Context: an optimization exercise on an open-source flow, tuned for small area. The choices shown serve that exercise and are no tape-out recipe.
Only simulation tests tie the RTL to the original design; equivalence was not proved.
Power figures rest on the tool's default switching activity, not on a simulated workload.

run A:
Design median_filter, start of the top module:
module median_filter (
    input rst,
    input [7:0] image_input,
    input enable,
    input enable_process,
    input clk,
    output [7:0] image_output
);
For scale: ~390 flip-flops, roughly 20 I/O pins.
clock: 50.0 ns
lec_check: 0
abc_area: 1
cap_margin: 0
core_margin: 2
core_utilization: 70
place_density: 0.8
slew_margin: 0
synth_hierarchical: 1
standard.sh (not shown) runs the stock make flow with config.mk's settings and CLKGATE_MAP_FILE= SYNTH_SCRIPT=/design/flow/synth_recipe.tcl, a recipe that flattens the netlist after the stock synthesis.
==> flow/flow/run.sh <==
#!/bin/bash
# Layout flow: the standard flow (standard.sh) with
#  - synthesis mapped by an area-oriented ABC script (flow/my_synth.tcl,
#    flow/area.abc); registers are the standard synthesis's,
#  - clock tree synthesis without dummy loads, with small clock buffers,
#  - the smallest buffer for the port buffers,
# Each tool writes its full log under orfs/logs/; make's output goes to run.log.
set -euo pipefail
W=$PWD
export MY_ABC_SCRIPT=$W/flow/area.abc
export FLOW_SYNTH_TCL=$W/synth_recipe.tcl
CTS="-sink_clustering_enable -repair_clock_nets -dont_use_dummy_load -buf_list {sky130_fd_sc_hd__clkbuf_2 sky130_fd_sc_hd__clkbuf_4} -sink_clustering_size 12 -sink_clustering_max_diameter 40"
bash standard.sh SYNTH_SCRIPT=$W/flow/my_synth.tcl "CTS_ARGS=$CTS" \
  "BUFFER_PORTS_ARGS=-buffer_cell sky130_fd_sc_hd__buf_1" \
  finish > run.log 2>&1
==> flow/flow/area.abc <==
strash
&get -n
&deepsyn -I 4 -J 20 -S 1
&st
&dch
&nf -R 1000 -C 32 -F 8
&put
topo
==> flow/flow/my_synth.tcl <==
# The standard synthesis (synth_recipe.tcl, sourced unchanged below) with
# one change: the final technology mapping (the abc command of ORFS's
# synth.tcl) uses the area-oriented ABC script MY_ABC_SCRIPT in place of
# ORFS's, without ABC's buffering and up-sizing. Registers are mapped before
# this step (dfflibmap), so they are the standard synthesis's.
proc abc {args} {
  set i [lsearch -exact $args -script]
  if {$i >= 0} { lset args [expr {$i + 1}] $::env(MY_ABC_SCRIPT) }
  puts "abc with $::env(MY_ABC_SCRIPT): $args"
  yosys abc {*}$args
}
source $::env(FLOW_SYNTH_TCL)
The inputs of run B differ from those of run A as listed below.
# run A
export LEC_CHECK = 0
export ABC_AREA = 1
export CAP_MARGIN = 0
export CORE_MARGIN = 2
export CORE_UTILIZATION = 70
export PLACE_DENSITY = 0.8
export SLEW_MARGIN = 0
export SYNTH_HIERARCHICAL = 1
create_clock -name core_clock -period 50.0 [get_ports {clk}]
# run B
export LEC_CHECK = 0
export ABC_AREA = 1
export CAP_MARGIN = 0
export CELL_PAD_IN_SITES_DETAIL_PLACEMENT = 0
export CELL_PAD_IN_SITES_GLOBAL_PLACEMENT = 0
export CORE_MARGIN = 2
export CORE_UTILIZATION = 70
export PLACE_DENSITY = 0.8
export SLEW_MARGIN = 0
export SYNTH_HIERARCHICAL = 1
create_clock -name core_clock -period 50.0 [get_ports {clk}]
--- a/flow/flow/run.sh
+++ b/flow/flow/run.sh
@@ -10,5 +10,5 @@
 export MY_ABC_SCRIPT=$W/flow/area.abc
 export FLOW_SYNTH_TCL=$W/synth_recipe.tcl
-CTS="-sink_clustering_enable -repair_clock_nets -dont_use_dummy_load -buf_list {sky130_fd_sc_hd__clkbuf_2 sky130_fd_sc_hd__clkbuf_4} -sink_clustering_size 12 -sink_clustering_max_diameter 40"
+CTS="-sink_clustering_enable -repair_clock_nets -dont_use_dummy_load -buf_list sky130_fd_sc_hd__clkbuf_4 -sink_clustering_size 12 -sink_clustering_max_diameter 40"
 bash standard.sh SYNTH_SCRIPT=$W/flow/my_synth.tcl "CTS_ARGS=$CTS" \
   "BUFFER_PORTS_ARGS=-buffer_cell sky130_fd_sc_hd__buf_1" \
Run B has completed all stages; timing, DRC and antenna checks passed. Looking at the reports, run A completed the entire flow and the layout it produced met the timing, DRC and antenna checks. Re routed wirelength normalized by instance count: no difference whatsoever between run B and run A. The post-synthesis to final-layout area growth on run A is in line with that on run B. Run A -> run B: final wirelength delta 0, exact match. Looking at run B and run A, the length of routed wiring on met1 is a wash. Routing usage on met2: run B vs run A identical. Diff run A..run B | per-instance average area after synthesis | unchanged. Compared run A against run B; fraction of power consumed by the clock network within noise. Diff run A..run B | fraction of the mapped netlist area in adder cells | unchanged. Run A -> run B: length of routed met2 wiring delta 0, exact match. Between run B and run A, the clock-buffer cell count figures differ only marginally.
Input changes introduced in run C (baseline for comparison: run B):
# run B
export LEC_CHECK = 0
export ABC_AREA = 1
export CAP_MARGIN = 0
export CELL_PAD_IN_SITES_DETAIL_PLACEMENT = 0
export CELL_PAD_IN_SITES_GLOBAL_PLACEMENT = 0
export CORE_MARGIN = 2
export CORE_UTILIZATION = 70
export PLACE_DENSITY = 0.8
export SLEW_MARGIN = 0
export SYNTH_HIERARCHICAL = 1
create_clock -name core_clock -period 50.0 [get_ports {clk}]
# run C
export LEC_CHECK = 0
export ABC_AREA = 1
export CAP_MARGIN = 20
export CELL_PAD_IN_SITES_DETAIL_PLACEMENT = 0
export CELL_PAD_IN_SITES_GLOBAL_PLACEMENT = 0
export CORE_MARGIN = 2
export CORE_UTILIZATION = 70
export PLACE_DENSITY = 0.8
export SLEW_MARGIN = 20
export SYNTH_HIERARCHICAL = 1
create_clock -name core_clock -period 50.0 [get_ports {clk}]
Results
Run B has a lower final worst slack than run C.
Comparing run B with run C, the area of all placed cells without fillers came out essentially unchanged.
As far as total number of clock tree sinks is concerned, run C and run B perform about the same.
On mean area per synthesized cell, run B and run C are basically level.
Worst hold slack is higher on run B
Modified inputs, run D compared to run C
# run C
export LEC_CHECK = 0
export ABC_AREA = 1
export CAP_MARGIN = 20
export CELL_PAD_IN_SITES_DETAIL_PLACEMENT = 0
export CELL_PAD_IN_SITES_GLOBAL_PLACEMENT = 0
export CORE_MARGIN = 2
export CORE_UTILIZATION = 70
export PLACE_DENSITY = 0.8
export SLEW_MARGIN = 20
export SYNTH_HIERARCHICAL = 1
create_clock -name core_clock -period 50.0 [get_ports {clk}]
# run D
export LEC_CHECK = 0
export ABC_AREA = 1
export CAP_MARGIN = 20
export CORE_MARGIN = 2
export CORE_UTILIZATION = 60
export PLACE_DENSITY = 0.7
export SLEW_MARGIN = 20
export SYNTH_HIERARCHICAL = 1
create_clock -name core_clock -period 50.0 [get_ports {clk}]
--- a/flow/flow/run.sh
+++ b/flow/flow/run.sh
@@ -10,5 +10,5 @@
 export MY_ABC_SCRIPT=$W/flow/area.abc
 export FLOW_SYNTH_TCL=$W/synth_recipe.tcl
-CTS="-sink_clustering_enable -repair_clock_nets -dont_use_dummy_load -buf_list sky130_fd_sc_hd__clkbuf_4 -sink_clustering_size 12 -sink_clustering_max_diameter 40"
+CTS="-sink_clustering_enable -repair_clock_nets -dont_use_dummy_load -buf_list sky130_fd_sc_hd__clkbuf_4 -sink_clustering_size 11 -sink_clustering_max_diameter 45"
 bash standard.sh SYNTH_SCRIPT=$W/flow/my_synth.tcl "CTS_ARGS=$CTS" \
   "BUFFER_PORTS_ARGS=-buffer_cell sky130_fd_sc_hd__buf_1" \
==> flow/flow/area.abc <==
strash
&get -n
&deepsyn -I 4 -J 20 -S 1
&st
&dch
&nf -R 1000
&put
topo
### Flow results
Comparing run C and run D, wire length on met2 is higher on run C.
Cell count in run D is 5.1% above run C.
Run D ended with more critical path depth than run C.
Mux contribution to synthesized area essentially unchanged between run D and run C.
Final critical delay including setup and external delays (lower): run C
Run D — adder and majority cell fraction of the synthesized area 0.16 points lower, run C as reference
The cell with the largest stage delay on the worst path comes out sky130_fd_sc_hd__a21oi_2 in one run and sky130_fd_sc_hd__a21oi_1 in the other, namely in run C and run D respectively.
In run D the worst-case setup slack after placement turned out 540 ps higher than in run C.


== job 1341 ==
median_filter, a different RTL version from the one above (not shown whole).
For scale: about 1200 cells after synthesis, ~390 flip-flops, about 14000 um^2 of cells after synthesis.
Settings: LEC_CHECK=0, ABC_AREA=1, CAP_MARGIN=20, CORE_MARGIN=2, CORE_UTILIZATION=60, PLACE_DENSITY=0.7, SLEW_MARGIN=20, SYNTH_HIERARCHICAL=1; clock period 50.0 ns.
==> flow/flow/run.sh <==
#!/bin/bash
# Layout flow: the standard flow (standard.sh) with
#  - synthesis mapped by an area-oriented ABC script (flow/my_synth.tcl),
#  - clock tree synthesis without dummy loads, with small clock buffers,
#  - the smallest buffer for the port buffers.
# Each tool writes its full log under orfs/logs/; make's output goes to run.log.
set -euo pipefail
W=$PWD
export MY_ABC_SCRIPT=$W/flow/area.abc
export FLOW_SYNTH_TCL=$W/synth_recipe.tcl
CTS="-sink_clustering_enable -repair_clock_nets -dont_use_dummy_load -buf_list sky130_fd_sc_hd__clkbuf_8 -sink_clustering_size 16 -sink_clustering_max_diameter 40"
bash standard.sh SYNTH_SCRIPT=$W/flow/my_synth.tcl "CTS_ARGS=$CTS" \
  "BUFFER_PORTS_ARGS=-buffer_cell sky130_fd_sc_hd__buf_1" finish > run.log 2>&1
==> flow/flow/area.abc <==
strash
&get -n
&deepsyn -I 4 -J 20 -S 1
&st
&dch
&nf -R 1000
&put
topo
Scripts as last shown in full above: flow/flow/my_synth.tcl
#### Input delta (job 7332 over job 1341)
--- a/flow/flow/run.sh
+++ b/flow/flow/run.sh
@@ -11 +11 @@
-CTS="-sink_clustering_enable -repair_clock_nets -dont_use_dummy_load -buf_list sky130_fd_sc_hd__clkbuf_8 -sink_clustering_size 16 -sink_clustering_max_diameter 40"
+CTS="-sink_clustering_enable -repair_clock_nets -dont_use_dummy_load -buf_list sky130_fd_sc_hd__clkbuf_8 -sink_clustering_size 20 -sink_clustering_max_diameter 50"
Results
- Relative to job 1341, job 7332 degrades setup slack.
- ~same met1 demand-to-capacity share in global routing in job 1341 and job 7332
- Going from job 1341 to job 7332, global-route met3 utilization went down by 0.95 points, fraction of final layout cells with drive strength greater than 1 went down by 0.76 points, worst slew margin relative to its limit went down by 2.2 points, final net count went down by about 0.8%.
- Relative to job 1341, switching fraction of total power has increased by 0.41 points in job 7332.
- The via-per-instance ratio of job 7332 exceeds that of job 1341 by about 0.5%.
- Relative to job 1341, proportion of power drawn by combinational gates has increased by 0.7 points in job 7332.
Changes in job 7607 relative to job 7332:
--- a/flow/flow/run.sh
+++ b/flow/flow/run.sh
@@ -11 +11 @@
-CTS="-sink_clustering_enable -repair_clock_nets -dont_use_dummy_load -buf_list sky130_fd_sc_hd__clkbuf_8 -sink_clustering_size 20 -sink_clustering_max_diameter 50"
+CTS="-sink_clustering_enable -repair_clock_nets -dont_use_dummy_load -buf_list sky130_fd_sc_hd__clkbuf_4 -sink_clustering_size 12 -sink_clustering_max_diameter 50"
==> flow/flow/area.abc <==
strash
&get -n
&deepsyn -T 30
&st
&dch
&nf -R 1000
&put
topo
## What came out
- Final non-filler cell total ends up lower on job 7332.
- Job 7607 against job 7332: depth of the critical timing path with buffers and inverters included decreased by 7 relative to the old numbers; worst hold slack increased by 0.036 ns relative to the old numbers.
- The lower post-layout minimum cycle time came out of job 7607.
Input changes introduced in job 2696 (baseline for comparison: job 7607):
--- a/flow/flow/run.sh
+++ b/flow/flow/run.sh
@@ -11 +11 @@
-CTS="-sink_clustering_enable -repair_clock_nets -dont_use_dummy_load -buf_list sky130_fd_sc_hd__clkbuf_4 -sink_clustering_size 12 -sink_clustering_max_diameter 50"
+CTS="-sink_clustering_enable -repair_clock_nets -dont_use_dummy_load -buf_list sky130_fd_sc_hd__clkbuf_16 -sink_clustering_size 40 -sink_clustering_max_diameter 60"
--- a/flow/flow/area.abc
+++ b/flow/flow/area.abc
@@ -3 +3 @@
-&deepsyn -T 30
+&deepsyn -I 4 -J 20 -S 1
[summary]
- Job 2696 finished all stages; the layout is clean.
- Relative to job 7607, the initial cell density of the core of job 2696 is lower by 0.22 points.
- The lower design area of job 7607 and job 2696 is in job 7607.
- ~same wire length after detailed routing in job 7607 and job 2696
- Of the two candidates, job 7607 has the better cell-internal power and job 2696 the worse one.
- [compare] base=job 7607 new=job 2696: global-route usage moved down, clock-pin slew on the worst setup and hold paths moved down.
- In the final design statistics, job 2696 uses fewer standard cells in total than job 7607.


maple:
median_filter with an RTL version that a note above also has.
Size: roughly 390 flip-flops, ~20 I/O pins.
Design median_filter, start of the top module:
module median_filter (
    input rst,
    input [7:0] image_input,
    input enable,
    input enable_process,
    input clk,
    output [7:0] image_output
);
    localparam Depth = 8;  
    localparam Width = 6;  
    localparam N = Depth*Width;
    reg [8*N-1:0] ring;
    reg [3:0] row;
    reg [2:0] col;
    wire [8*N-1:0] ring_next;
    wire rotate = enable_process & ~enable;  
    wire shift = enable | enable_process;
    ring_step #(.N(N)) step (.ring(ring), .image_input(image_input),
        .load(enable), .rotate(rotate), .shift(shift), .hold(~shift),
        .ring_next(ring_next));
    always @(posedge clk)
        ring <= ring_next;
    wire top    = ~row[3] & ~row[0];
    wire bottom = row[3] & ~row[2];
    wire left   = ~col[2] & ~col[0];
    wire right  = col[2] & ~col[1];
    always @(posedge clk, posedge rst) begin
        if (rst) begin
            row <= 4'b1000;
            col <= 3'b100;
        end else if (enable_process) begin
            row <= {row[2:0], ~row[3]};
            if (bottom)
                col <= {col[1:0], ~col[2]};
        end
    end
    wire [7:0] x [0:8];
    wire [8:0] valid;
    assign x[0] = ring[7:0];  assign valid[0] = 1'b1;               
    assign x[1] = ring[15:8];  assign valid[1] = ~top;               
    assign x[2] = ring[383:376]; assign valid[2] = ~bottom;            
    assign x[3] = ring[71:64];  assign valid[3] = ~left;              
    assign x[4] = ring[327:320]; assign valid[4] = ~right;             
    assign x[5] = ring[79:72];  assign valid[5] = ~(top | left);      
    assign x[6] = ring[63:56];  assign valid[6] = ~(bottom | left);   
  ...
==> flow/config.mk <==
export PLATFORM = sky130hd
export DESIGN_NAME = median_filter
export DESIGN_NICKNAME = median_filter
export VERILOG_FILES = /design/flow/design.v
export SDC_FILE = /design/flow/constraint.sdc
export NUM_CORES = 8
export LEC_CHECK = 0
export ABC_AREA = 1
export CAP_MARGIN = 20
export CORE_MARGIN = 2
export CORE_UTILIZATION = 70
export PLACE_DENSITY = 0.8
export SLEW_MARGIN = 20
export SYNTH_HIERARCHICAL = 1
==> flow/constraint.sdc <==
create_clock -name core_clock -period 50.0 [get_ports {clk}]
set_input_delay 10.0000 -clock core_clock [delete_from_list [all_inputs] [get_ports {clk}]]
set_output_delay 10.0000 -clock core_clock [all_outputs]
set_load 0.01 [all_outputs]
==> flow/flow/run.sh <==
#!/bin/bash
# Layout flow: the standard flow (standard.sh) with
#  - synthesis mapped by an area-oriented ABC script (flow/my_synth.tcl,
#    flow/area.abc); registers are the standard synthesis's,
#  - clock tree synthesis without dummy loads, with small clock buffers,
#  - the smallest buffer for the port buffers,
# Each tool writes its full log under orfs/logs/; make's output goes to run.log.
set -euo pipefail
W=$PWD
export MY_ABC_SCRIPT=$W/flow/area.abc
export FLOW_SYNTH_TCL=$W/synth_recipe.tcl
CTS="-sink_clustering_enable -repair_clock_nets -dont_use_dummy_load -buf_list sky130_fd_sc_hd__clkbuf_4 -sink_clustering_size 12 -sink_clustering_max_diameter 40"
bash standard.sh SYNTH_SCRIPT=$W/flow/my_synth.tcl "CTS_ARGS=$CTS" \
  "BUFFER_PORTS_ARGS=-buffer_cell sky130_fd_sc_hd__buf_1" \
  finish > run.log 2>&1
==> flow/flow/area.abc <==
strash
&get -n
&deepsyn -I 4 -J 20 -S 1
&st
&dch
&nf -R 1000 -C 32 -F 8
&put
topo
Scripts as last shown in full above: flow/flow/my_synth.tcl
Setup changes, maple to juniper
Settings: a change of SLEW_MARGIN from 20 to 0; a change of CAP_MARGIN from 20 to 0.
Results
Reported for maple and juniper, instance area after placement turned out identical to the last digit.
For final-layout non-clock buffer area share, maple and juniper come out practically identical.
Combinational cell fraction of total power: maple vs juniper, no meaningful difference
juniper has completed all stages; timing, DRC and antenna checks passed.
The clock-pin slew reported for the worst setup and hold paths after clock tree synthesis of juniper and that of maple are within noise of each other.
As far as first-iteration DRC count is concerned, juniper and maple perform about the same.
Input-level comparison between yarrow and juniper:
Settings: CAP_MARGIN changed from 0 to 20; SLEW_MARGIN changed from 0 to 20.
diff --git a/flow/flow/run.sh b/flow/flow/run.sh
--- a/flow/flow/run.sh
+++ b/flow/flow/run.sh
@@ -12 +12 @@
-CTS="-sink_clustering_enable -repair_clock_nets -dont_use_dummy_load -buf_list sky130_fd_sc_hd__clkbuf_4 -sink_clustering_size 12 -sink_clustering_max_diameter 40"
+CTS="-sink_clustering_enable -repair_clock_nets -dont_use_dummy_load -buf_list sky130_fd_sc_hd__clkbuf_8 -sink_clustering_size 20 -sink_clustering_max_diameter 40"
==> flow/flow/area.abc <==
strash
&get -n
&deepsyn -I 4 -J 20 -S 1
&st
&dch
&nf -R 1000
&put
topo
## What came out
- yarrow: final worst clock skew 21 ps below juniper
- In the flow results for juniper and yarrow, the portion of the clock cycle consumed by the worst path in the final layout is smaller on yarrow.
- Between juniper and yarrow, biggest cell delay along the critical path decreased.

==> separate check: timing with driven ports <==
How much do the figures lean on ideal ports? The routed layouts below were timed once more, with nothing changed but the port constraints.
Step 1: set_driving_cell puts a clkbuf_16 on clk and a buf_2 on each other input, an assumption about the parent block.
Step 2 moves the port delays by t, midway between the first and last clock arrival at a register: inputs arrive t later, outputs are due t later. That takes back most of the time a late clock gives input paths.
a / b / c = ideal / step 1 / step 2; a / b = the first two.
run	t (ns)	setup WS [ns]	worst hold slack (ns)	worst slew at a driven data input, ns
run A	0.656	23.811 / 23.769 / 24.425	0.409 / 0.409 / 0.409	0.03
run B	0.656	23.811 / 23.769 / 24.425	0.409 / 0.409 / 0.409	0.03
run C	0.657	24.673 / 24.630 / 25.288	0.403 / 0.403 / 0.403	0.03
run D	0.660	24.586 / 24.545 / 25.205	0.404 / 0.404 / 0.404	0.03
job 1341	0.554	23.570 / 23.527 / 24.081	0.431 / 0.431 / 0.431	0.03
job 7332	0.605	23.465 / 23.421 / 24.026	0.420 / 0.420 / 0.420	0.03
job 7607	0.678	23.811 / 23.773 / 24.451	0.456 / 0.456 / 0.456	0.03
job 2696	0.559	23.506 / 23.461 / 24.020	0.421 / 0.421 / 0.421	0.03
maple	0.657	24.673 / 24.630 / 25.288	0.403 / 0.403 / 0.403	0.03
juniper	0.656	23.811 / 23.769 / 24.425	0.409 / 0.409 / 0.409	0.03
yarrow	0.604	24.091 / 24.049 / 24.653	0.425 / 0.425 / 0.425	0.04
After both steps every run listed still meets setup and hold.
